This design comes from an exercise in tuning for small area on the open sky130 flow, not from production work. RTL that was checked went through simulation tests only; none was proved equivalent to the original. For run 7, only the layout was checked, not whether the RTL still works. Power is estimated from default activity; no workload was simulated.

==> config.mk <==
export PLATFORM = sky130hd
export DESIGN_NAME = alu
export DESIGN_NICKNAME = alu
export VERILOG_FILES = /design/flow/design.v
export SDC_FILE = /design/flow/constraint.sdc
export NUM_CORES = 4
export LEC_CHECK = 0
export ABC_AREA = 1
export CAP_MARGIN = 20
export CORE_MARGIN = 2
export CORE_UTILIZATION = 40
export SLEW_MARGIN = 20
==> constraint.sdc <==
create_clock -name core_clock -period 6.0 [get_ports {clk}]
set_input_delay 1.2000 -clock core_clock [delete_from_list [all_inputs] [get_ports {clk}]]
set_output_delay 1.2000 -clock core_clock [all_outputs]
set_load 0.01 [all_outputs]
==> design.v <==
module alu #(
    parameter WIDTH     = 8,
    parameter BITS      = 64,
    parameter PRECISION = 2
) (
    input  logic                 clk, rst,
    input  logic [     BITS-1:0] a,
    input  logic [     BITS-1:0] b,
    output logic [     BITS-1:0] result_final,
    input  logic [PRECISION-1:0] precision,
    input  logic [          3:0] opcode,
    output logic                 carry
);
  logic sub;
  assign sub = (opcode[2] & opcode[1]) | (opcode[3] & opcode[0]) | (opcode[3] & opcode[1]);
  logic [7:0] split, top;
  assign split[0] = 1'b1;
  assign split[1] = ~precision[0] & ~precision[1];
  assign split[2] = ~precision[1];
  assign split[3] = ~precision[0] & ~precision[1];
  assign split[4] = ~(precision[0] & precision[1]);
  assign split[5] = ~precision[0] & ~precision[1];
  assign split[6] = ~precision[1];
  assign split[7] = ~precision[0] & ~precision[1];
  assign top = {1'b1, split[7:1]};
  logic op_and, op_or, op_xor, op_sum, op_eq, op_ne, op_avg, op_max, op_min;
  assign op_and = (opcode == 4'b0000);
  assign op_or  = (opcode == 4'b0001);
  assign op_xor = (opcode == 4'b0010);
  assign op_sum = (opcode == 4'b0011) | (opcode == 4'b0110);
  assign op_eq  = (opcode == 4'b0100);
  assign op_ne  = (opcode == 4'b0101);
  assign op_avg = (opcode == 4'b0111) | (opcode == 4'b1000);
  assign op_max = (opcode == 4'b1001);
  assign op_min = (opcode == 4'b1010);
  logic [63:0] bm, p, g;
  assign bm = b ^ {64{sub}};
  assign p  = a ^ bm;
  assign g  = a & bm;
  logic [63:0] G1, P1, G2, P2, G3, P3;
  for (genvar i = 0; i < 64; i++) begin : g_pre
    localparam int j = i % 8;
    if (j % 2 == 1) begin
      assign G1[i] = g[i] | (p[i] & g[i-1]);
      assign P1[i] = p[i] & p[i-1];
    end else begin
      assign G1[i] = g[i];
      assign P1[i] = p[i];
    end
    if (j % 4 >= 2) begin
      assign G2[i] = G1[i] | (P1[i] & G1[i - j % 4 + 1]);
      assign P2[i] = P1[i] & P1[i - j % 4 + 1];
    end else begin
      assign G2[i] = G1[i];
      assign P2[i] = P1[i];
    end
    if (j >= 4) begin
      assign G3[i] = G2[i] | (P2[i] & G2[i - j + 3]);
      assign P3[i] = P2[i] & P2[i - j + 3];
    end else begin
      assign G3[i] = G2[i];
      assign P3[i] = P2[i];
    end
  end
  logic [7:0] gb, pb;    
  logic [8:0] cb;        
  for (genvar k = 0; k < 8; k++) begin : g_byte
    if (k < 7) begin
      assign gb[k] = split[k+1] ? sub : G3[8*k+7];
      assign pb[k] = ~split[k+1] & P3[8*k+7];
    end else begin
      assign gb[k] = G3[63];
      assign pb[k] = P3[63];
    end
  end
  logic [7:0] bg1, bp1, bg2, bp2, bg3, bp3;
  for (genvar k = 0; k < 8; k++) begin : g_bpre
    if (k % 2 == 1) begin
      assign bg1[k] = gb[k] | (pb[k] & gb[k-1]);
      assign bp1[k] = pb[k] & pb[k-1];
    end else begin
      assign bg1[k] = gb[k];
      assign bp1[k] = pb[k];
    end
    if (k % 4 >= 2) begin
      assign bg2[k] = bg1[k] | (bp1[k] & bg1[k - k % 4 + 1]);
      assign bp2[k] = bp1[k] & bp1[k - k % 4 + 1];
    end else begin
      assign bg2[k] = bg1[k];
      assign bp2[k] = bp1[k];
    end
    if (k >= 4) begin
      assign bg3[k] = bg2[k] | (bp2[k] & bg2[3]);
      assign bp3[k] = bp2[k] & bp2[3];
    end else begin
      assign bg3[k] = bg2[k];
      assign bp3[k] = bp2[k];
    end
    assign cb[k+1] = bg3[k] | (bp3[k] & sub);
  end
  assign cb[0] = sub;
  logic [64:0] c;    
  logic [63:0] s;
  for (genvar i = 0; i < 64; i++) begin : g_sum
    if (i % 8 == 0) begin
      assign c[i] = cb[i/8];
    end else begin
      assign c[i] = G3[i-1] | (P3[i-1] & cb[i/8]);
    end
    assign s[i] = p[i] ^ c[i];
  end
  assign c[64] = cb[8];
  logic [7:0] zb, eql, ltb, ltl;
  for (genvar k = 0; k < 8; k++) begin : g_cmp
    assign zb[k]  = ~|p[8*k+7:8*k];    
    assign ltb[k] = (s[8*k+7] & bm[8*k+7]) | (a[8*k+7] & bm[8*k+7]) | (s[8*k+7] & a[8*k+7]);
  end
  always_comb begin
    unique case (precision)
      2'b00:   eql = zb;
      2'b01:   eql = {1'b0, &zb[7:6], 1'b0, &zb[5:4], 1'b0, &zb[3:2], 1'b0, &zb[1:0]};
      2'b10:   eql = {3'b0, &zb[7:4], 3'b0, &zb[3:0]};
      default: eql = {7'b0, &zb};
    endcase
  end
  always_comb begin
    unique case (precision)
      2'b00:   ltl = ltb;
      2'b01:   ltl = {{2{ltb[7]}}, {2{ltb[5]}}, {2{ltb[3]}}, {2{ltb[1]}}};
      2'b10:   ltl = {{4{ltb[7]}}, {4{ltb[3]}}};
      default: ltl = {8{ltb[7]}};
    endcase
  end
  logic kg, kp;
  assign kg = op_and | op_or;    
  assign kp = op_or | op_xor;    
  logic [63:0] res;
  for (genvar k = 0; k < 8; k++) begin : g_res
    logic tb_, ka, kb, kv;
    assign tb_ = ltl[k] ^ op_min;                  
    assign kb  = (op_max | op_min) & tb_;
    assign ka  = (op_max | op_min) & ~tb_;
    for (genvar j = 0; j < 8; j++) begin : g_bit
      localparam int i = 8 * k + j;
      logic sh, eqb;
      if (j == 7) begin
        if (k == 7) assign sh = 1'b0;
        else        assign sh = ~top[k] & s[i+1];
      end else begin
        assign sh = s[i+1];
      end
      if (j == 0) assign eqb = split[k] & ((op_eq & eql[k]) | (op_ne & ~eql[k]));
      else        assign eqb = 1'b0;
      assign res[i] = (kg & g[i]) | (kp & p[i]) | (op_sum & s[i]) | (op_avg & sh)
                    | (ka & a[i]) | (kb & b[i]) | eqb;
    end
  end
  logic [63:0] res_q;
  logic        co_q;
  always_ff @(posedge clk or posedge rst) begin
    if (rst) begin
      res_q        <= '0;
      co_q         <= 1'b0;
      result_final <= '0;
    end else begin
      res_q        <= res;
      co_q         <= c[64];
      result_final <= res_q;
    end
  end
  assign carry = co_q;
endmodule
==> flow/run.sh <==
#!/bin/bash
# Standard synthesis and layout; the ports get the smallest buffer (buf_1)
# instead of the delay-cell buffer buffer_ports picks by default.
set -euo pipefail
bash standard.sh synth > synth.log 2>&1
export BUFFER_PORTS_ARGS="-buffer_cell sky130_fd_sc_hd__buf_1"
bash standard.sh > layout.log 2>&1
==> standard.sh <==
#!/bin/bash
# synth_recipe.tcl (not shown) runs the flow's synth.tcl, then flattens the netlist and writes it again
# the make line also repeats each setting of config.mk as NAME=value (left out here)
make -C /OpenROAD-flow-scripts/flow DESIGN_CONFIG=/design/flow/config.mk WORK_HOME=/design/flow/orfs CLKGATE_MAP_FILE= SYNTH_SCRIPT=/design/flow/synth_recipe.tcl "${@:-finish}"
==> results of run 1 <==
[how the worst max path moves through the flow]
stage                         start        end  slack, ns  cells after the start
final                     opcode[1]  res_q[32]       0.46                     31
after global routing      opcode[1]  res_q[32]       0.07                     31
after CTS                 opcode[1]  res_q[32]       0.48                     30
after detailed placement  opcode[1]  res_q[32]       0.08                     32
after global placement    opcode[1]   res_q[5]       0.19                     28
after floorplan           opcode[3]  res_q[21]       1.02                     32
[layout by cell type, fill, tap and decap left out, types with 12 or more instances in the layout]
cell type  synthesis  final
nor2_1            78     77
o21ai_0           38     38
o22ai_1           25     25
nand4_1           16     16
a221oi_1          43     43
a21oi_1           54     54
buf_4              2     12
inv_1            178    177
dfrtp_1          129    129
clkbuf_16          0     17
xor2_1            77     77
ha_1              64     64
fa_1              15     15
buf_1              3    200
o211ai_1          15     15
nand2_1          318    318
nand3_1          150    150
[sequential cells by signal, indices dropped and copies added, names as in the netlist]
name,flops
co_q,1
result_final,64
res_q,64
[final cells by class]
| cell class | count | area, sq um | share of cell area |
|---|---|---|---|
| Tap cell | 330 | 413 | 0.0348 |
| Timing Repair Buffer | 215 | 901 | 0.0760 |
| Clock inverter | 13 | 136 | 0.0115 |
| Inverter | 187 | 707 | 0.0596 |
| Sequential cell | 129 | 3230 | 0.272 |
| Clock buffer | 19 | 443 | 0.0374 |
| Multi-Input combinational cell | 997 | 6020 | 0.508 |
[power groups by stage]
stage	Combinational, uW	Sequential, uW	Clock [uW]
finish	1180	1080	1050
global route	1330	1100	1110
CTS	1180	1090	1060
detailed placement	1170	1100	0
global placement	1160	1100	0
floorplan	776	1130	0
[per-stage QoR]
| stage | setup slack, ns | power [uW] |
|---|---|---|
| floorplan | 1.02 | 1910 |
| global placement | 0.193 | 2260 |
| detailed placement | 0.0806 | 2270 |
| CTS | 0.481 | 3330 |
| global route | 0.0662 | 3540 |
| finish | 0.463 | 3320 |
[layer usage]
metal,GRT usage,vias to the layer above,wire [um]
met4,0.0945,0,1040
li1,-,4936,-
met3,0.0415,68,1860
met2,0.421,341,15400
met5,0,-,0
met1,0.316,4706,14100
[cell families (layout without fill, tap and decap cells)]
kind of cell,Yosys count,count (layout),synth area share
and+or+nand+nor,613,613,0.267
buffers and inverters,222,434,0.0856
AOI/OAI and AO/OA,221,221,0.146
DFF,129,129,0.319
xor gates and xnor gates,84,84,0.0728
adders and majority gates,79,79,0.109
==> out/results.ini, run 1 <==
[cts]
htree_levels=4
cts_tree=yes
post-cts-setup-buffers=0
cts_root_buf=clkbuf_16
numCtsBuffers=17
insertion_delay_ns=0.43
cts.sinks=129
clockBufferDepth=2
ctsHoldBuffers=0
cts.clk_slew.worst_paths_ns=0.06
cts.repair.resized=0

[global_route]
grt_pass1_wl_mm=51.2
grt_pass1_vias=9898
grt_overflow=0
antenna_found_initial=0
grt_max_degree=77
grt_use_total=0.248

[job]
maxCapViolCount=0

[worst_hold_path]
min_to=result_final[11]
holdPathStages=0
min-delay-start=res_q[11]
hp-class=flop to flop

[power_and_ir_drop]
ir_drop_v=0.000134
p_per_area_nw_per_um2=280
cell_internal_pwr_uw=2070
switchingPower_uw=1250
swShare=0.376
pwr-share-comb=0.356
leakage_uw=0.00578
power_frac_seq=0.326
power.clock.fraction=0.317

[synthesis]
synth.top_cell.area_share=0.319
ys_ff_latch=129
synth_ff_type=dfrtp_1
ys_seq_area_frac=0.319
synth_cell_type_count=51
netlist_area_sq_um=10100
synth_fp_nets=1563
synth_enable_flop_cells=0
synthTopCellsByArea=dfrtp_1, nand2_1, ha_1, nand3_1, xor2_1
syn_avg_cell_area_sq_um=7.50
yosys-top-cells-count=nand2_1, inv_1, nand3_1
synth_warnings=1
async_reset_ff_frac=1.00
synth_largest_area_cell=dfrtp_1
synth_cells=1348
yosysMostFrequentCell=nand2_1

[place]
placed_area_sq_um=11300
dp_cells=1858
io_buffers=200
place_congestion=0.927
dp_hpwl_mm=23.7

[final_layout]
nets=1762
fin_util=0.475
area_growth_pct=17.3
nFillCells=2592
drive_above_1_share=0.0596
diodes=0
final_cell_count_no_fill=1890
fin_area_sq_um=11900

[routing]
wirelength_mm=32.3
post_drt_wl_per_cell_um=17.1
dr.pass1.iters=5
viasPerCell=5.32
antenna_left=0
vias=10051
drcViolationCount=0
drtIter0Drc=657

[critical_path]
worstPathRequired_ns=6.28
crit_type=input pin to flop
reg2reg_depth=0
r2r_start=res_q[43]
crit_buf_inv=6
start_kind=input pin
cpMostUsedCell=nand2_1
arrival_ns=5.82
cpMaxStageDelayCell=fa_1
r2r_slack_ns=5.48
crit_fanout=25
cp_top_family=simple AND/OR/NAND/NOR gates
max_stage_delay_ns=0.38
endpoint_kind=flop
reg2reg_to=result_final[43]

[floorplanning]
initial_core_util=0.405
pin_count=201
die_x_um=163
rows=58
die-height_um=163
core_area_sq_um=25000
dieArea_sq_um=26600

[sta]
relSlewSlack=0.337
hold_slack_ns=0.342
finalHoldViolCount=0
setup_viol_count_final=0
worst_pin_slew_ns=0.994
fmax_mhz=181
slew_violations=0
fin_crit_ns=5.54
clock_skew_ns=0.00733
rsz0062_at_grt=no
tns_ns=0
timing.final.crit_share=0.923

[outcome]
status=complete, no violations

==> run 2: changes to the inputs <==
--- a/config.mk
+++ b/config.mk
@@ -5,7 +5,6 @@
 export SDC_FILE = /design/flow/constraint.sdc
 export NUM_CORES = 4
 export LEC_CHECK = 0
-export ABC_AREA = 1
 export CAP_MARGIN = 20
 export CORE_MARGIN = 2
 export CORE_UTILIZATION = 40
==> run 2 against run 1 <==
Still clean on timing, DRC and antenna. Clock power about the same. Cell area up 18%. Critical path depth down 4. Die area up 4.2%. Non-clock buffer count up 223. Critical path type unchanged. Largest cell class unchanged. Highest routed layer is now met5.
==> out/results.ini, run 2 <==
[place]
io_buffers=200
place_congestion=0.890
dp_hpwl_mm=27.3
dp_cells=1827
pre_cts_slack_ns=-0.311

[final_layout]
top_regs=res_q x64, result_final x64, co_q x1
area_growth_pct=33.1
nets=1744
fin_util=0.540
final_cell_count_no_fill=1876
drive_above_1_share=0.219
final_common_cell=buf_4
final_cell_mix=buf_4, buf_1, dfrtp_1
diodes=0

[routing]
vias=10683
drtIter0Drc=1020
viasPerCell=5.69
drcViolationCount=0
antenna_left=0
post_drt_wl_per_cell_um=19.6
dr.pass1.iters=9
wirelength_mm=36.8

[synthesis]
synth_fp_nets=1363
synth_cells=1148
ys_ff_latch=129
syn_avg_cell_area_sq_um=9.18
synth_warnings=1
yosys-top-cells-count=dfrtp_1, xnor2_1, a21oi_1
synth_cell_type_count=96
synth_largest_area_cell=dfrtp_1
synth.top_cell.area_share=0.306
netlist_area_sq_um=10500
synthTopCellsByArea=dfrtp_1, xnor2_1, ha_1, mux2i_1, a21oi_1
synth_enable_flop_cells=0
ys_seq_area_frac=0.306
yosysMostFrequentCell=dfrtp_1
synth_ff_type=dfrtp_1
async_reset_ff_frac=1.00

[sta]
clock_skew_ns=0.00705
fmax_mhz=175
setup_ws_ns=0.274
setup_viol_count_final=0
timing.final.crit_share=0.954
relSlewSlack=0.495
finalHoldViolCount=0
fin_crit_ns=5.73
worst_pin_slew_ns=0.755
slew_violations=0

[critical_path]
worstPathRequired_ns=6.31
crit_start=opcode[2]
start_kind=input pin
endpoint_kind=flop
crit_fanout=8
arrival_ns=6.04
crit_type=input pin to flop
r2r_start=res_q[16]

[floorplanning]
initial_core_util=0.406
pin_count=201
dieArea_sq_um=27700
die-height_um=166
core_area_sq_um=26000
rows=59
die_x_um=166

[global_route]
grt_overflow=0
grt_max_degree=81
antenna_found_initial=3
use_met1=0.345
grt_pass1_wl_mm=57.3
grt_pass1_vias=10659
use_met3=0.0472
top_usage_layer=met2
use_met2=0.426
grt_use_total=0.259

[job]
maxCapViolCount=0

[power_and_ir_drop]
p_per_area_nw_per_um2=281
leakage_uw=0.00615
total_power_uw=3950
ir_drop_v=0.000179

[cts]
cts_tree=yes
htree_levels=4
cts_root_buf=clkbuf_16
cts.sinks=129
clockBufferDepth=2
cts.clk_slew.worst_paths_ns=0.06
insertion_delay_ns=0.43
numCtsBuffers=17

[outcome]
status=complete, no violations

[worst_hold_path]
min-delay-start=res_q[6]
hp-class=flop to flop

==> run 2: cell count changes after synthesis, sizes merged, moves of 18 or more <==
cell    before  now
o21ai       44   78
nand2      331   67
o22ai       25    1
xor2        77   20
mux2i        0   51
inv        186   43
o221ai       3   22
nand3      154   14
clkbuf      16   53
a221o        0   21
a221oi      43   14
a21o         1   19
xnor2        7   93
a21oi       56   88
==> run 2: metal layers <==
metal / up-vias / part of all wire
met1: 5109 / 0.44
met3: 68 / 0.062
li1: 5086 / -
met5: - / 0.00065
met4: 4 / 0.028
met2: 416 / 0.47
==> run 2: where the power goes <==
part / total, uW / internal (uW) / switching, uW / leakage [uW]
Clock: 1050 / 621 / 433 / 0.000278
Combinational: 1780 / 820 / 964 / 0.00423
Sequential: 1110 / 1060 / 51.7 / 0.00164
==> run 2: metrics by stage <==
| stage | setup TNS [ns] | hold WS, ns | instance area, sq um |
|---|---|---|---|
| after floorplan | 0 | 0.331 | 10600 |
| after global placement | -2.13 | 0.331 | 13200 |
| after detailed placement | -7.12 | 0.335 | 13200 |
| after CTS | 0 | 0.343 | 13800 |
| after global routing | -0.0102 | 0.348 | 14000 |
| final | 0 | 0.340 | 14000 |
==> run 2: cells by family after synthesis <==
logic type | synth area share
mux | 0.0541
buf+inv | 0.0462
compound gates | 0.268
xor+xnor | 0.0967
simple gates | 0.124
flops | 0.306
fa+ha+maj | 0.104
==> run 2: final cells by class <==
class	count	area, sq um
repair buffers	438	2630
clock inverters	13	138
clock buffers	18	439
inverters	43	166
well taps	335	419
fillers	2445	11900
flip-flops and latches	129	3230
multi-input cells	900	7020
==> run 2: critical path, stage by stage <==
cell,delay (ns)
clkbuf_2,0.12
o21a_1,0.21
nor2_4,0.16
buf_4,0.14
buf_12,0.14
buf_12,0.13
xnor2_1,0.07
ha_1,0.37
buf_4,0.16
nand3_1,0.08
a211oi_1,0.07
a32o_2,0.27
o211ai_4,0.24
a311oi_2,0.17
o21ai_2,0.23
a21oi_2,0.09
nand2b_4,0.15
a21o_1,0.19
fa_2,0.44
mux2i_1,0.17
nand2_1,0.14
o21ai_0,0.19
xor2_2,0.15
buf_4,0.17
mux2i_1,0.18
o21ai_0,0.09
a221o_1,0.29
==> run 2: path summary, 6_finish.rpt <==
check	endpoint	slack, ns	cells after the start
worst max-delay path	res_q[5]	0.27	27
worst min-delay path	result_final[6]	0.34	0
worst max register to register	result_final[16]	5.44	0
worst min register to register	result_final[6]	0.34	0
max in group asynchronous	res_q[47]	4.01	3
min in group asynchronous	result_final[20]	0.88	2
==> run 2: timing repair <==
action                                  4_1_cts  5_1_grt
setup buffers                                 0       17
gates resized for setup                       0       24
hold buffers                                  0        0
endpoints found under the setup margin        0       19
==> run 3: changes to the inputs <==
--- a/config.mk
+++ b/config.mk
@@ -5,7 +5,9 @@
 export SDC_FILE = /design/flow/constraint.sdc
 export NUM_CORES = 4
 export LEC_CHECK = 0
+export ABC_AREA = 1
 export CAP_MARGIN = 20
 export CORE_MARGIN = 2
 export CORE_UTILIZATION = 40
+export GPL_TIMING_DRIVEN = 0
 export SLEW_MARGIN = 20
==> run 3 against run 2 <==
Maximum frequency rose by 1.1%. Final cell count up 2.0%. Global-route usage increased by 1.1 points. Non-clock buffer count is 202 lower. Synthesized area decreased by 4.2%. Routed wire length is 2.7% lower. Utilization fell by 6.2 points. Hold slack improved by 0.0015 ns. First-iteration DRC count down 28%. Clock power about the same.
==> out/results.ini, run 3 <==
[outcome]
status=complete, no violations

[floorplanning]
initial_core_util=0.405
rows=58
dieArea_sq_um=26600
die-height_um=163
pin_count=201
die_x_um=163
core_area_sq_um=25000

[global_route]
use_met2=0.430
top_usage_layer=met2
grt_use_total=0.270
grt_pass1_wl_mm=54.2
use_met1=0.347
grt_pass1_vias=9962
grt_overflow=0
antenna_found_initial=2
grt_max_degree=72
use_met3=0.0586

[cts]
cts.clk_slew.worst_paths_ns=0.06
cts_tree=yes
cts_root_buf=clkbuf_16
insertion_delay_ns=0.44
numCtsBuffers=17
clockBufferDepth=2
post-cts-setup-buffers=0
htree_levels=4
cts.sinks=129

[final_layout]
drive_above_1_share=0.0614
fin_area_sq_um=11900
top_regs=res_q x64, result_final x64, co_q x1
nets=1783
area_growth_pct=18.2
final_common_cell=nand2_1
final_cell_mix=nand2_1, buf_1, inv_1

[sta]
fin_crit_ns=5.66
timing.final.crit_share=0.944
fmax_mhz=177
finalHoldViolCount=0
worst_pin_slew_ns=1.11
relSlewSlack=0.262
clock_skew_ns=0.00671
slew_violations=0
setup_viol_count_final=0
hold_slack_ns=0.342

[place]
dp_hpwl_mm=26.8
io_buffers=200
placed_area_sq_um=11300
place_congestion=0.936

[critical_path]
crit_type=input pin to flop
arrival_ns=5.95
max_stage_delay_ns=0.40
cpMostUsedCell=nand2_1
crit_fanout=10
cp_top_family=simple AND/OR/NAND/NOR gates
start_kind=input pin
r2r_slack_ns=5.51
endpoint_kind=flop
crit_buf_inv=6
worstPathRequired_ns=6.29
cpMaxStageDelayCell=fa_1

[routing]
wirelength_mm=35.8
vias=10503
dr.pass1.iters=5
drtIter0Drc=736
viasPerCell=5.49
antenna_left=0
drcViolationCount=0
post_drt_wl_per_cell_um=18.7

[synthesis]
netlist_area_sq_um=10100
async_reset_ff_frac=1.00
ys_seq_area_frac=0.319
yosys-top-cells-count=nand2_1, inv_1, nand3_1
synth_ff_type=dfrtp_1
synth.top_cell.area_share=0.319
yosysMostFrequentCell=nand2_1
synth_cells=1348
synth_cell_type_count=51
syn_avg_cell_area_sq_um=7.50
synth_enable_flop_cells=0
synth_warnings=1
synth_fp_nets=1563
ys_ff_latch=129
synthTopCellsByArea=dfrtp_1, nand2_1, ha_1, nand3_1, xor2_1
synth_largest_area_cell=dfrtp_1

[power_and_ir_drop]
p_per_area_nw_per_um2=281
total_power_uw=3360
leakage_uw=0.00580
ir_drop_v=0.000140

[worst_hold_path]
hp-class=flop to flop

[job]
maxCapViolCount=0

==> run 3: changes by cell type after synthesis, moves of 21 or more <==
cell      before  now
a21oi_1       86   54
o21ai_0       72   38
inv_1         43  178
nand3_1       13  150
clkbuf_1      51   16
nand2_1       66  318
mux2i_1       51    0
o22ai_1        1   25
a221oi_1      13   43
xor2_1        17   77
a221o_1       21    0
xnor2_1       92    7
==> run 3: cell families after synthesis <==
logic type	count (synthesis)	share of synthesized area
and+or+nand+nor	613	0.267
buffers and inverters	222	0.0856
AOI/OAI and AO/OA	221	0.146
DFF	129	0.319
xor gates and xnor gates	84	0.0728
adders and majority gates	79	0.109
==> run 3: path summary, 6_finish.rpt <==
check                           from               end  cells after the start
setup / recovery           opcode[0]         res_q[32]                     34
hold reg to reg            res_q[37]  result_final[37]                      0
setup reg to reg            res_q[4]   result_final[4]                      0
max in group asynchronous        rst         res_q[41]                      3
min in group asynchronous        rst   result_final[9]                      2
hold / removal             res_q[37]  result_final[37]                      0
==> run 3: through the flow <==
step           setup slack (ns)  std cells   TNS, ns   util
6_report                  0.338       1914         0  0.479
5_1_grt                -0.00162       1913  -0.00241  0.478
3_5_place_dp             -0.447       1879    -12.00  0.453
4_1_cts                 0.00577       1911         0  0.476
3_3_place_gp             -0.451       1878    -11.35  0.451
2_1_floorplan              1.02       1348         0      -
==> run 3: routing by layer <==
layer	share of wire	up-vias
li1	-	4992
met1	0.41	4890
met2	0.45	508
met3	0.092	113
met4	0.044	0
met5	0	-
==> run 3: what timing repair did <==
action | 4_1_cts | 5_1_grt
hold buffers | 0 | 0
setup endpoints to repair | 0 | 61
gates resized for setup | 0 | 23
==> run 3: power by group <==
| group | switching, uW | internal [uW] | leakage (uW) | total (uW) |
|---|---|---|---|---|
| combinational | 791 | 412 | 0.00386 | 1200 |
| sequential | 41.8 | 1040 | 0.00167 | 1080 |
| clock | 439 | 636 | 0.000276 | 1080 |
| total | 1270 | 2080 | 0.00580 | 3360 |
==> run 3: cell type report <==
type,instances,area [sq um]
Fill cell,2597,13000
Buffer,35,199
Sequential cell,129,3230
Tap cell,330,413
Antenna cell,3,7.51
Timing Repair Buffer,201,778
Clock buffer,21,460
Inverter,187,707
Multi-Input combinational cell,997,6020
Clock inverter,11,130
==> run 4: changes to the inputs <==
==> run.sh (new file) <==
#!/bin/bash
# synth_recipe.tcl (not shown) runs the flow's synth.tcl, then flattens the netlist and writes it again
# the make line also repeats each setting of config.mk as NAME=value (left out here)
make -C /OpenROAD-flow-scripts/flow DESIGN_CONFIG=/design/flow/config.mk WORK_HOME=/design/flow/orfs CLKGATE_MAP_FILE= SYNTH_SCRIPT=/design/flow/synth_recipe.tcl finish
--- a/config.mk
+++ b/config.mk
@@ -5,7 +5,6 @@
 export SDC_FILE = /design/flow/constraint.sdc
 export NUM_CORES = 4
 export LEC_CHECK = 0
-export ABC_AREA = 1
 export CAP_MARGIN = 20
 export CORE_MARGIN = 2
 export CORE_UTILIZATION = 40
removed: flow/run.sh
removed: standard.sh
==> run 4 against run 3 <==
Now fails the layout checks on setup timing. Setup slack got worse by 0.46 ns. Clock skew decreased by 0.00051 ns. Utilization increased by 11 points. Sequential share of layout area fell by 6.1 points. Hold slack improved by 0.0031 ns. Sequential cell count did not move. Die area grew 4.2%. First-iteration DRC count increased by 78%. Count of clock-buffer cells in the layout fell by 3. Power grew 30%.
==> out/results.ini, run 4 <==
[floorplanning]
core_area_sq_um=26000
rows=59
initial_core_util=0.406
dieArea_sq_um=27700
die-height_um=166
die_x_um=166
pin_count=201

[synthesis]
synth_largest_area_cell=dfrtp_1
synthTopCellsByArea=dfrtp_1, xnor2_1, ha_1, mux2i_1, a21oi_1
ys_seq_area_frac=0.306
yosys-top-cells-count=dfrtp_1, xnor2_1, a21oi_1
synth_warnings=1
synth_cell_type_count=96
synth_cells=1148
synth.top_cell.area_share=0.306
syn_avg_cell_area_sq_um=9.18
ys_ff_latch=129
synth_enable_flop_cells=0
synth_ff_type=dfrtp_1
async_reset_ff_frac=1.00
netlist_area_sq_um=10500
yosysMostFrequentCell=dfrtp_1
synth_fp_nets=1363

[cts]
cts_tree=yes
clockBufferDepth=2
htree_levels=4
cts_root_buf=clkbuf_16
numCtsBuffers=17
insertion_delay_ns=0.43
cts.clk_slew.worst_paths_ns=0.06
cts.sinks=129

[critical_path]
cpMaxStageDelayCell=or4_4
r2r_slack_ns=5.51
max_stage_delay_ns=0.49
r2r_start=res_q[32]
start_kind=input pin
crit_fanout=8
worstPathRequired_ns=6.37
arrival_ns=6.50
reg2reg_depth=0
endpoint_kind=flop
crit_type=input pin to flop
reg2reg_to=result_final[32]

[sta]
setup_viol_count_final=27
hold_slack_ns=0.345
fmax_mhz=163
rsz0062_at_grt=yes
finalHoldViolCount=0
timing.final.crit_share=1.02
relSlewSlack=0.186
tns_ns=-1.60
setup_ws_ns=-0.125
clock_skew_ns=0.00620
slew_violations=0
fin_crit_ns=6.12
worst_pin_slew_ns=1.22

[global_route]
antenna_found_initial=1
use_met3=0.0591
grt_overflow=0
grt_pass1_vias=10727
top_usage_layer=met2
use_met1=0.413
grt_max_degree=74
use_met2=0.485
grt_use_total=0.307
grt_pass1_wl_mm=64.9

[place]
place_congestion=0.965
pre_cts_slack_ns=-2.07
io_buffers=200
placed_area_sq_um=13100
dp_hpwl_mm=30.5

[power_and_ir_drop]
leakage_uw=0.00642
total_power_uw=4350
ir_drop_v=0.000190
p_per_area_nw_per_um2=282

[final_layout]
drive_above_1_share=0.200
area_growth_pct=46.3
nets=1681
final_common_cell=clkdlybuf4s50_1
diodes=0
final_cell_mix=clkdlybuf4s50_1, dfrtp_1, buf_4
fin_area_sq_um=15400
top_regs=res_q x64, result_final x64, co_q x1

[outcome]
so.violations=setup timing
status=complete, but fails checks

[routing]
wirelength_mm=43.9
drcViolationCount=0
dr.pass1.iters=6
drtIter0Drc=1312
antenna_left=0
vias=11171
post_drt_wl_per_cell_um=24.2
viasPerCell=6.16

[worst_hold_path]
holdPathStages=0
min-delay-start=res_q[46]
min_to=result_final[46]
hp-class=flop to flop

[job]
maxCapViolCount=0

## run 4: changes by cell type after synthesis, moves of 21 or more
cell,previous run,this run
clkbuf_1,16,51
nand3_1,150,13
a221o_1,0,21
xnor2_1,7,92
o21ai_0,38,72
a221oi_1,43,13
nand2_1,318,66
xor2_1,77,17
o22ai_1,25,1
a21oi_1,54,86
inv_1,178,43
mux2i_1,0,51
## run 4: worst max path at each step
stage | end | cells past startpoint | start | slack, ns
4_1_cts | res_q[13] | 27 | opcode[3] | -0.04
3_5_place_dp | res_q[10] | 26 | opcode[3] | -2.07
5_1_grt | res_q[51] | 27 | opcode[3] | -0.34
6_report | res_q[54] | 27 | opcode[3] | -0.12
3_3_place_gp | res_q[10] | 26 | opcode[3] | -2.08
2_1_floorplan | res_q[35] | 24 | opcode[3] | 0.01
## run 4: final cells by class
cell class	count	area [sq um]
inverter	43	166
sequential	129	3230
buffer	69	460
timing repair buffer	306	2970
tap	335	419
multi-input combinational	900	7540
clock inverter	14	204
fill	2315	10600
clock buffer	18	439
## run 4: stage by stage
step                std cells   util
floorplan                1148      -
global placement         1683  0.503
detailed placement       1684  0.504
CTS                      1767  0.568
global route             1814  0.594
finish                   1814  0.594
## run 4: power by group
group          switching (uW)  internal, uW
Clock                     453           714
Combinational            1070          1010
Sequential               49.1          1060
## run 4: what timing repair did
| action | CTS | global route |
|---|---|---|
| cloned | 2 | 0 |
| hold buffers | 0 | 0 |
| pin swaps | 40 | 46 |
| setup endpoints to repair | 64 | 60 |
| setup buffers | 56 | 48 |
| gates resized for setup | 125 | 82 |
## run 4: critical path: cells and delay by family
family / cells / cell delay, ns
simple gates: 7 / 1.90
mux: 1 / 0.07
xor+xnor: 2 / 0.44
fa+ha+maj: 2 / 0.61
buf+inv: 6 / 0.85
compound gates: 9 / 1.41
## run 4: logic make-up (layout without fill, tap and decap cells)
family,after synthesis,in the layout,synth area share
and+or+nand+nor,260,260,0.124
DFF,129,129,0.306
AOI/OAI and AO/OA,392,392,0.268
muxes,56,56,0.0541
xor gates and xnor gates,113,113,0.0967
adders and majority gates,79,79,0.104
buffers and inverters,119,450,0.0462
## run 4: layer usage
layer	vias up	part of all wire
met2	649	0.45
met1	5423	0.41
li1	4973	-
met4	2	0.046
met3	124	0.094
met5	-	0.00027
==> run 5: changes to the inputs <==
--- a/config.mk
+++ b/config.mk
@@ -8,5 +8,4 @@
 export CAP_MARGIN = 20
 export CORE_MARGIN = 2
 export CORE_UTILIZATION = 40
-export GPL_TIMING_DRIVEN = 0
 export SLEW_MARGIN = 20
==> run 5 against run 4 <==
The run now finishes clean. Synthesized area unchanged. Combinational power about the same. Cell area increased by 1.6%. Count of clock-buffer cells in the layout increased by 3. Global-route usage decreased by 4.2 points. Power decreased by 3.2%. Via count decreased by 2.6%. Critical path type unchanged.
==> out/results.ini, run 5 <==
[cts]
clockBufferDepth=2
insertion_delay_ns=0.43
ctsHoldBuffers=0
cts.sinks=129
htree_levels=4
cts_root_buf=clkbuf_16
cts_tree=yes
numCtsBuffers=17
cts.clk_slew.worst_paths_ns=0.06

[critical_path]
cpMostUsedCell=buf_4
crit_fanout=8
reg2reg_depth=0
arrival_ns=6.09
cp_top_family=compound AO/OA/AOI/OAI gates
crit_buf_inv=7
crit_type=input pin to flop
endpoint_kind=flop
crit_cells=28
max_stage_delay_ns=0.42
cpMaxStageDelayCell=fa_2
worstPathRequired_ns=6.29
start_kind=input pin

[routing]
viasPerCell=5.69
post_drt_wl_per_cell_um=19.6
drcViolationCount=0
wirelength_mm=37.4
drtIter0Drc=905
antenna_left=0
vias=10884
dr.pass1.iters=7

[final_layout]
diodes=0
nets=1781
multiInputGateArea_sq_um=7110
nFillCells=2241
final_common_cell=buf_4
top_regs=res_q x64, result_final x64, co_q x1
fin_util=0.603
drive_above_1_share=0.245
final_cell_mix=buf_4, clkdlybuf4s50_1, dfrtp_1
ff_latch_area_sq_um=3230
final_cell_count_no_fill=1912
area_growth_pct=48.6
fin_area_sq_um=15700

[place]
place_congestion=0.902
io_buffers=200
dp_cells=1856
dp_hpwl_mm=27.6
placed_area_sq_um=14700

[power_and_ir_drop]
p_per_area_nw_per_um2=269
leakage_uw=0.00687
total_power_uw=4220
ir_drop_v=0.000155

[synthesis]
synth.top_cell.area_share=0.306
yosys-top-cells-count=dfrtp_1, xnor2_1, a21oi_1
yosysMostFrequentCell=dfrtp_1
synth_cells=1148
synth_cell_type_count=96
synth_warnings=1
synth_enable_flop_cells=0
synth_ff_type=dfrtp_1
synth_largest_area_cell=dfrtp_1
synthTopCellsByArea=dfrtp_1, xnor2_1, ha_1, mux2i_1, a21oi_1
synth_fp_nets=1363
syn_avg_cell_area_sq_um=9.18
ys_seq_area_frac=0.306
async_reset_ff_frac=1.00
netlist_area_sq_um=10500
ys_ff_latch=129

[floorplanning]
die-height_um=166
pin_count=201
dieArea_sq_um=27700
rows=59
core_area_sq_um=26000
initial_core_util=0.406
die_x_um=166

[global_route]
grt_overflow=0
grt_pass1_vias=11131
antenna_found_initial=1
grt_max_degree=47
grt_pass1_wl_mm=59.0
grt_use_total=0.265

[outcome]
status=complete, no violations

[sta]
setup_viol_count_final=0
relSlewSlack=0.277
fmax_mhz=172
timing.final.crit_share=0.968
fin_crit_ns=5.81
worst_pin_slew_ns=1.08
finalHoldViolCount=0
slew_violations=0
rsz0062_at_grt=no
clock_skew_ns=0.00479

[worst_hold_path]
holdPathStages=0
hp-class=flop to flop

[job]
maxCapViolCount=0

==> run 5: cell count changes in the layout (fill, tap and decap cells not counted), sizes merged <==
cell / change
buf: +144
bufinv: -2
clkbuf: -45
clkdlybuf4s15: +1
dlygate4sd2: +3
inv: -3
==> run 5: where the power goes <==
part / internal [uW] / total (uW) / switching [uW]
Combinational: 1070 / 2070 / 994
Sequential: 1060 / 1110 / 51.6
Clock: 618 / 1040 / 417
==> run 5: layout make-up <==
cell class	instances	area share
Multi-Input combinational cell	900	0.454
Timing Repair Buffer	475	0.267
Sequential cell	129	0.206
Clock buffer	21	0.0287
Tap cell	335	0.0267
Inverter	43	0.0105
Clock inverter	9	0.00703
==> run 5: what timing repair did <==
item	CTS	global route
endpoints found under the hold margin	0	0
resized for setup	20	35
cloned	1	1
pin swaps	8	29
setup buffers	8	17
endpoints found under the setup margin	45	53
==> run 5: per-stage QoR <==
stage          TNS, ns  hold WS [ns]  setup slack (ns)
2_1_floorplan        0         0.331            0.0135
3_3_place_gp    -22.71         0.332            -0.528
3_5_place_dp    -27.72         0.335            -0.645
4_1_cts              0         0.343             0.115
5_1_grt              0         0.351            0.0121
6_report             0         0.344             0.194
==> run 5: kinds of logic after synthesis <==
family,after synthesis,share of synthesized area
AOI/OAI and AO/OA,392,0.268
and+or+nand+nor,260,0.124
DFF,129,0.306
buffers and inverters,119,0.0462
xor gates and xnor gates,113,0.0967
adders and majority gates,79,0.104
muxes,56,0.0541
==> run 5: worst paths after layout <==
kind | startpoint | end | slack (ns)
min in group asynchronous | rst | result_final[15] | 1.17
hold reg to reg | res_q[22] | result_final[22] | 0.34
max in group asynchronous | rst | res_q[48] | 3.86
setup reg to reg | res_q[16] | result_final[16] | 5.48
setup / recovery | opcode[3] | res_q[53] | 0.19
hold / removal | res_q[22] | result_final[22] | 0.34
==> run 5: routing by layer <==
| metal | vias to the layer above | share of wire | track usage | wire length (um) |
|---|---|---|---|---|
| met4 | 2 | 0.025 | 0.0832 | 942 |
| met3 | 69 | 0.062 | 0.0415 | 2330 |
| met2 | 430 | 0.47 | 0.443 | 17700 |
| met1 | 5222 | 0.44 | 0.354 | 16500 |
| met5 | - | 0.00037 | 0 | 14 |
| li1 | 5161 | - | - | - |
==> run 6: changes to the inputs <==
--- a/config.mk
+++ b/config.mk
@@ -5,6 +5,7 @@
 export SDC_FILE = /design/flow/constraint.sdc
 export NUM_CORES = 4
 export LEC_CHECK = 0
+export ABC_AREA = 1
 export CAP_MARGIN = 20
 export CORE_MARGIN = 2
 export CORE_UTILIZATION = 40
==> run 6 against run 5 <==
Still clean on timing, DRC and antenna. Maximum frequency rose by 2.4%. Sequential cell count did not move. Clock skew rose by 0.0039 ns. Largest power group unchanged. Critical endpoint is now res_q[20]. Synthesized cell count rose by 17%. Cell area fell by 12%. Sequential share of layout area rose by 2.8 points. Critical path depth rose by 5. Global-route usage fell by 0.37 points. Combinational power fell by 29%. Count of clock-buffer cells in the layout fell by 3.
==> out/results.ini, run 6 <==
[synthesis]
synthTopCellsByArea=dfrtp_1, nand2_1, ha_1, nand3_1, xor2_1
synth_ff_type=dfrtp_1
synth_fp_nets=1563
yosysMostFrequentCell=nand2_1
syn_avg_cell_area_sq_um=7.50
synth_largest_area_cell=dfrtp_1
netlist_area_sq_um=10100
ys_ff_latch=129
yosys-top-cells-count=nand2_1, inv_1, nand3_1
synth_warnings=1
synth.top_cell.area_share=0.319
synth_enable_flop_cells=0
synth_cells=1348
async_reset_ff_frac=1.00
synth_cell_type_count=51
ys_seq_area_frac=0.319

[final_layout]
final_cell_count_no_fill=1976
final_cell_mix=nand2_1, clkdlybuf4s50_1, inv_1
nets=1848
drive_above_1_share=0.110
area_growth_pct=36.5
final_common_cell=nand2_1
top_regs=res_q x64, result_final x64, co_q x1
diodes=0

[routing]
drcViolationCount=0
antenna_left=0
dr.pass1.iters=5
drtIter0Drc=782
viasPerCell=5.30
post_drt_wl_per_cell_um=17.1
wirelength_mm=33.8
vias=10467

[global_route]
grt_use_total=0.261
antenna_found_initial=0
grt_pass1_wl_mm=54.3
grt_overflow=0
grt_pass1_vias=10515
grt_max_degree=94

[power_and_ir_drop]
ir_drop_v=0.000177
cell_internal_pwr_uw=2320
p_per_area_nw_per_um2=262
pwr-share-comb=0.407
total_power_uw=3610
power.clock.fraction=0.294
leakage_uw=0.00674
switchingPower_uw=1290
swShare=0.357
power_frac_seq=0.299

[sta]
fin_crit_ns=5.67
finalHoldViolCount=0
setup_viol_count_final=0
worst_pin_slew_ns=0.984
rsz0062_at_grt=no
relSlewSlack=0.344
timing.final.crit_share=0.945
fmax_mhz=176
clock_skew_ns=0.00870
slew_violations=0

[place]
io_buffers=200
place_congestion=0.927
dp_cells=1943
dp_hpwl_mm=25.5

[cts]
ctsHoldBuffers=0
post-cts-setup-buffers=0
cts.sinks=129
insertion_delay_ns=0.43
cts.repair.resized=0
numCtsBuffers=17
htree_levels=4
clockBufferDepth=2
cts.clk_slew.worst_paths_ns=0.06
cts_root_buf=clkbuf_16
cts_tree=yes

[critical_path]
cp_top_family=simple AND/OR/NAND/NOR gates
crit_fanout=14
arrival_ns=5.93
cpMostUsedCell=nand2_1
endpoint_kind=flop
cpMaxStageDelayCell=clkdlybuf4s50_1
crit_type=input pin to flop
max_stage_delay_ns=0.55
start_kind=input pin
worstPathRequired_ns=6.26
crit_buf_inv=7

[floorplanning]
pin_count=201
die_x_um=163
rows=58
core_area_sq_um=25000
dieArea_sq_um=26600
die-height_um=163
initial_core_util=0.405

[job]
maxCapViolCount=0

[outcome]
status=complete, no violations

[worst_hold_path]
hp-class=flop to flop

run 6: cell count changes after synthesis, moves of 24 or more:
cell and delta:
nand2_1 +252, nand3_1 +137, inv_1 +135, xnor2_1 -85, xor2_1 +60, mux2i_1 -51
clkbuf_1 -35, o21ai_0 -34, a21oi_1 -32, a221oi_1 +30, o22ai_1 +24
run 6: path summary, 6_finish.rpt:
kind,cells after the start,endpoint,startpoint,slack (ns)
setup reg to reg,0,result_final[47],res_q[47],5.50
hold / removal,0,result_final[9],res_q[9],0.34
hold reg to reg,0,result_final[9],res_q[9],0.34
min in group asynchronous,2,result_final[10],rst,1.30
setup / recovery,33,res_q[20],opcode[3],0.33
max in group asynchronous,3,result_final[7],rst,3.72
run 6: metal layers:
metal | vias up | global-route usage | share of wire
li1 | 5119 | - | -
met1 | 4952 | 0.337 | 0.43
met5 | - | 0 | 0
met2 | 328 | 0.444 | 0.48
met4 | 0 | 0.0990 | 0.029
met3 | 68 | 0.0385 | 0.055
run 6: power groups by stage:
stage          logic [uW]  registers, uW  clock network [uW]
3_5_place_dp         1460           1100                   0
5_1_grt              1630           1100                1120
2_1_floorplan         776           1130                   0
6_report             1470           1080                1060
4_1_cts              1470           1080                1080
3_3_place_gp         1450           1100                   0
run 6: layout make-up:
cell class	count	area, sq um
clock buffers	18	429
clock inverters	14	156
fillers	2422	11200
inverters	187	707
multi-input cells	997	6030
flip-flops and latches	129	3230
well taps	330	413
repair buffers	301	2830
run 6: per-stage QoR:
step | setup slack, ns | util | TNS, ns | hold WS, ns | cell area (sq um)
2_1_floorplan | 1.02 | - | 0 | 0.331 | 10100
3_3_place_gp | 0.0479 | 0.528 | 0 | 0.331 | 13200
3_5_place_dp | -0.0427 | 0.528 | -0.0587 | 0.335 | 13200
4_1_cts | 0.376 | 0.552 | 0 | 0.340 | 13800
5_1_grt | 0.00645 | 0.552 | 0 | 0.336 | 13800
6_report | 0.330 | 0.552 | 0 | 0.338 | 13800
run 6: kinds of logic after synthesis:
kind of cell,synth area share
and+or+nand+nor,0.267
buffers and inverters,0.0856
AOI/OAI and AO/OA,0.146
DFF,0.319
xor gates and xnor gates,0.0728
adders and majority gates,0.109
==> run 7: changes to the inputs <==
==> design.v (replaced) <==
module alu #(
    parameter WIDTH     = 8,
    parameter BITS      = 64,
    parameter PRECISION = 2
) (
    input  logic                 clk, rst,
    input  logic [     BITS-1:0] a,
    input  logic [     BITS-1:0] b,
    output logic [     BITS-1:0] result_final,
    input  logic [PRECISION-1:0] precision,
    input  logic [          3:0] opcode,
    output logic                 carry
);
  logic        sub;
  logic [7:0]  split;      
  logic [63:0] bm;
  logic [71:0] xa, xb;
  logic [72:0] xs;
  logic [63:0] s;
  logic        co;
  logic [63:0] res;
  logic [63:0] res_q;
  logic        co_q;
  assign sub = (opcode[2] & opcode[1]) | (opcode[3] & opcode[0]) | (opcode[3] & opcode[1]);
  always_comb begin
    unique case (precision)
      2'b00:   split = 8'b1111_1111;
      2'b01:   split = 8'b0101_0101;
      2'b10:   split = 8'b0001_0001;
      default: split = 8'b0000_0001;
    endcase
  end
  assign bm = b ^ {64{sub}};
  for (genvar k = 0; k < 8; k++) begin : g_sp
    assign xa[9*k]          = split[k] ? sub : 1'b1;
    assign xb[9*k]          = split[k] ? sub : 1'b0;
    assign xa[9*k+8:9*k+1]  = a[8*k+7:8*k];
    assign xb[9*k+8:9*k+1]  = bm[8*k+7:8*k];
    assign s[8*k+7:8*k]     = xs[9*k+8:9*k+1];
  end
  assign xs = {1'b0, xa} + {1'b0, xb};
  assign co = xs[72];
  logic [7:0] top;
  assign top = {1'b1, split[7:1]};
  logic [7:0] zb, eql;
  for (genvar k = 0; k < 8; k++) begin : g_eq
    assign zb[k] = (a[8*k+7:8*k] == b[8*k+7:8*k]);
  end
  always_comb begin
    unique case (precision)
      2'b00:   eql = zb;
      2'b01:   eql = {1'b0, &zb[7:6], 1'b0, &zb[5:4], 1'b0, &zb[3:2], 1'b0, &zb[1:0]};
      2'b10:   eql = {3'b0, &zb[7:4], 3'b0, &zb[3:0]};
      default: eql = {7'b0, &zb};
    endcase
  end
  logic [7:0] ltb, ltl;
  for (genvar k = 0; k < 8; k++) begin : g_lt
    assign ltb[k] = (s[8*k+7] & bm[8*k+7]) | (a[8*k+7] & bm[8*k+7]) | (s[8*k+7] & a[8*k+7]);
  end
  always_comb begin
    unique case (precision)
      2'b00:   ltl = ltb;
      2'b01:   ltl = {{2{ltb[7]}}, {2{ltb[5]}}, {2{ltb[3]}}, {2{ltb[1]}}};
      2'b10:   ltl = {{4{ltb[7]}}, {4{ltb[3]}}};
      default: ltl = {8{ltb[7]}};
    endcase
  end
  logic [63:0] avg, setu, setnu, maxo, mino;
  for (genvar k = 0; k < 8; k++) begin : g_res
    assign avg[8*k+7:8*k] = {top[k] ? 1'b0 : s[8*k+8 < 64 ? 8*k+8 : 63], s[8*k+7:8*k+1]};
    assign setu[8*k+7:8*k]  = {7'b0,  split[k] & eql[k]};
    assign setnu[8*k+7:8*k] = {7'b0,  split[k] & ~eql[k]};
    assign maxo[8*k+7:8*k] = ltl[k] ? b[8*k+7:8*k] : a[8*k+7:8*k];
    assign mino[8*k+7:8*k] = ltl[k] ? a[8*k+7:8*k] : b[8*k+7:8*k];
  end
  always_comb begin
    unique case (opcode)
      4'b0000: res = a & b;
      4'b0001: res = a | b;
      4'b0010: res = a ^ b;
      4'b0011: res = s;
      4'b0100: res = setu;
      4'b0101: res = setnu;
      4'b0110: res = s;
      4'b0111: res = avg;
      4'b1000: res = avg;
      4'b1001: res = maxo;
      4'b1010: res = mino;
      default: res = '0;
    endcase
  end
  always_ff @(posedge clk or posedge rst) begin
    if (rst) begin
      res_q        <= '0;
      co_q         <= 1'b0;
      result_final <= '0;
    end else begin
      res_q        <= res;
      co_q         <= co;
      result_final <= res_q;
    end
  end
  assign carry = co_q;
endmodule
--- a/config.mk
+++ b/config.mk
@@ -5,7 +5,6 @@
 export SDC_FILE = /design/flow/constraint.sdc
 export NUM_CORES = 4
 export LEC_CHECK = 0
-export ABC_AREA = 1
 export CAP_MARGIN = 20
 export CORE_MARGIN = 2
 export CORE_UTILIZATION = 40
==> run 7 against run 6 <==
Final cell count increased by 31%. Hold slack improved by 0.0099 ns. Maximum frequency decreased by 3.7%. Count of clock-buffer cells in the layout down 1. Clock skew is 0.0091 ns higher. Global-route usage up 4.3 points. Synthesized area is 31% higher. Utilization up 6.3 points. Synthesized cell count up 13%. Register-to-register slack got worse by 0.06 ns. Combinational power rose by 61%. Largest power group unchanged. Highest routed layer unchanged.
==> out/results.ini, run 7 <==
[routing]
antenna_left=0
drtIter0Drc=1099
wirelength_mm=53.6
post_drt_wl_per_cell_um=20.7
vias=14678
dr.pass1.iters=5
viasPerCell=5.68
drcViolationCount=0

[critical_path]
crit_fanout=9
crit_type=input pin to flop
endpoint_kind=flop
crit_chain=clkdlybuf4s15_1, a21oi_4, nor2_4, buf_4, clkbuf_16, buf_12, clkbuf_16, xnor2_1, ha_1, nand4_1, o41ai_4, a41oi_4, buf_4, o21ai_0, a31oi_1, fa_1, nor2_1, a21oi_2, a21o_1, mux2i_2, buf_4, a221oi_1, o221ai_1
cpMaxStageDelayCell=fa_1
r2r_slack_ns=5.44
start_kind=input pin
cpMostUsedCell=buf_4
worstPathRequired_ns=6.28
reg2reg_to=result_final[36]
r2r_start=res_q[36]
arrival_ns=6.17
reg2reg_depth=0
max_stage_delay_ns=0.51

[synthesis]
async_reset_ff_frac=1.00
synth_cells=1520
synth_xor_area_frac=0.0836
synth_enable_flop_cells=0
synthTopCellsByArea=dfrtp_1, ha_1, xnor2_1, a221o_1, o21ai_0
ys_seq_area_frac=0.245
synth_warnings=1
synth_fp_nets=1856
synth.top_cell.area_share=0.245
synth_fa_ha_area_frac=0.194
synth_top_family_by_area=compound AO/OA/AOI/OAI gates
synth_largest_area_cell=dfrtp_1
synth_cell_type_count=75
synth_compound_area_frac=0.286
netlist_area_sq_um=13200
synth_ff_type=dfrtp_1
ys_ff_latch=129
syn_avg_cell_area_sq_um=8.68
yosysMostFrequentCell=ha_1
synthMuxAreaShare=0.0152
yosys-top-cells-count=ha_1, inv_1, dfrtp_1
synth_simple_gate_area_frac=0.110

[sta]
worst_pin_slew_ns=1.17
timing.final.crit_share=0.982
relSlewSlack=0.218
fin_crit_ns=5.89
hold_slack_ns=0.348
clock_skew_ns=0.0178
fmax_mhz=170
setup_viol_count_final=0
finalHoldViolCount=0
slew_violations=0
setup_ws_ns=0.109

[place]
pre_cts_slack_ns=-1.12
place_congestion=0.961
io_buffers=200
dp_hpwl_mm=41.6

[power_and_ir_drop]
ir_drop_v=0.000212
power_frac_seq=0.242
pwr-share-comb=0.523
swShare=0.387
switchingPower_uw=1750
leakage_uw=0.00961
p_per_area_nw_per_um2=226
power.clock.fraction=0.236
cell_internal_pwr_uw=2780

[global_route]
grt_pass1_vias=14349
grt_overflow=0
grt_use_total=0.305
grt_max_degree=53
antenna_found_initial=0
grt_pass1_wl_mm=79.9

[final_layout]
nets=2464
area_growth_pct=51.9
final_common_cell=buf_4
drive_above_1_share=0.267
top_regs=res_q x64, result_final x64, co_q x1
fin_util=0.616
diodes=0
final_cell_mix=buf_4, clkdlybuf4s50_1, ha_1

[cts]
numCtsBuffers=17
clockBufferDepth=2
cts.clk_slew.worst_paths_ns=0.06
cts.sinks=129
ctsHoldBuffers=0
cts_root_buf=clkbuf_16
insertion_delay_ns=0.46
htree_levels=4
cts_tree=yes

[floorplanning]
die_x_um=186
rows=66
core_area_sq_um=32500
pin_count=201
initial_core_util=0.406
die-height_um=186
dieArea_sq_um=34500

[worst_hold_path]
hp-class=flop to flop
holdPathStages=0
min-delay-start=res_q[5]
min_to=result_final[5]

[job]
maxCapViolCount=0

[outcome]
status=complete, no violations

[run 7: cell count changes after synthesis, sizes merged, moves of 59 or more]
| cell | delta |
|---|---|
| nand3 | -127 |
| xnor2 | +90 |
| o21ai | +73 |
| nand2 | -236 |
| ha | +128 |
| a221o | +59 |
[run 7: power groups by stage]
stage / clock [uW] / combinational, uW / sequential (uW)
after floorplan: 0 / 1040 / 1140
after global placement: 0 / 2200 / 1110
after detailed placement: 0 / 2220 / 1110
after CTS: 1090 / 2260 / 1090
after global routing: 1120 / 2540 / 1110
final: 1070 / 2370 / 1090
[run 7: worst max-delay path: cells and delay by family]
| family | cells | cell delay (ns) |
|---|---|---|
| simple gates | 3 | 0.53 |
| compound gates | 9 | 1.87 |
| buf+inv | 7 | 1.32 |
| fa+ha+maj | 2 | 0.83 |
| mux | 1 | 0.24 |
| xor+xnor | 1 | 0.13 |
[run 7: cells by family (layout without fill, tap and decap cells)]
logic type | Yosys count | in the layout
multiplexers | 20 | 20
buffers and inverters | 230 | 851
AO/OA/AOI/OAI | 526 | 526
flip-flops | 129 | 129
adder cells (fa/ha/maj) | 200 | 200
XOR/XNOR | 126 | 126
AND/OR/NAND/NOR | 289 | 289
[run 7: layer usage]
metal,vias up,wire [um],GRT usage
met1,7126,24800,0.424
met4,0,1540,0.118
met3,79,3450,0.0485
li1,6882,-,-
met2,591,23800,0.472
met5,-,0,0
[run 7: per-stage QoR]
stage          total power [uW]  area (sq um)  std cells  setup TNS (ns)
2_1_floorplan              2180         13200       1520        -0.00813
3_3_place_gp               3310         18800       2525          -51.48
3_5_place_dp               3330         18800       2525          -58.83
4_1_cts                    4440         19600       2559               0
5_1_grt                    4780         20000       2583        -0.00492
6_report                   4530         20000       2583               0
[run 7: how the worst max path moves through the flow]
stage               cells past startpoint  startpoint  slack [ns]         to
floorplan                              23   opcode[0]      -0.004   res_q[3]
global placement                       22   opcode[0]       -1.02  res_q[45]
detailed placement                     23   opcode[3]       -1.12  res_q[44]
CTS                                    25   opcode[3]        0.01  res_q[25]
global route                           25   opcode[0]      -0.003  res_q[16]
finish                                 23   opcode[0]        0.11   res_q[5]
[run 7: layout make-up]
type                    instances  area (sq um)
fillers                      2925         12500
multi-input cells            1161          9450
repair buffers                670          5660
flip-flops and latches        129          3230
inverters                     149           564
well taps                     442           553
clock buffers                  17           425
clock inverters                15           158
[run 7: what timing repair did]
item / CTS / global route
cloned: 0 / 2
pin swaps: 5 / 11
setup buffers: 2 / 22
gates resized for setup: 25 / 50
endpoints found under the setup margin: 64 / 61

-- afterwards: timing with drivers on the ports --
In the flow no input, the clock included, has a driving cell. The finished layouts below were timed again as built, in two steps. Step 1 sets driving cells, clkbuf_16 on the clock port and buf_2 on the other inputs (assumed; they add their load-dependent delay and slew). Step 2 adds t to the input delays and takes it off the output delays; t is the mean of the earliest and latest rising clock arrival at the registers after step 1. Input paths then give back, and output paths get back, about the clock's delay inside the block. a / b / c = no drivers / after step 1 / after step 2; a / b = the first two.
run	t, ns	setup WS [ns]	worst setup path after step 2	clock arrival spread, ns	slew at the worst register clock pin (ns)
run 1	0.477	0.463 / 0.489 / 0.011	input to register	0.009 / 0.009	0.07 / 0.07
run 2	0.479	0.274 / 0.272 / -0.207	input to register	0.010 / 0.010	0.06 / 0.06
run 3	0.485	0.338 / 0.325 / -0.161	input to register	0.009 / 0.009	0.06 / 0.06
run 4	0.480	-0.125 / -0.147 / -0.627	input to register	0.009 / 0.009	0.07 / 0.07
run 5	0.472	0.194 / 0.185 / -0.287	input to register	0.013 / 0.013	0.06 / 0.06
run 6	0.475	0.330 / 0.347 / -0.128	input to register	0.013 / 0.014	0.07 / 0.07
run 7	0.505	0.109 / 0.135 / -0.370	input to register	0.021 / 0.020	0.08 / 0.08
With both steps, setup timing fails in 5 of these runs, where it was met with ideal ports. The setup slack of run 4, which loses most, moves by -0.022 ns with the drivers and by -0.502 ns with both steps.
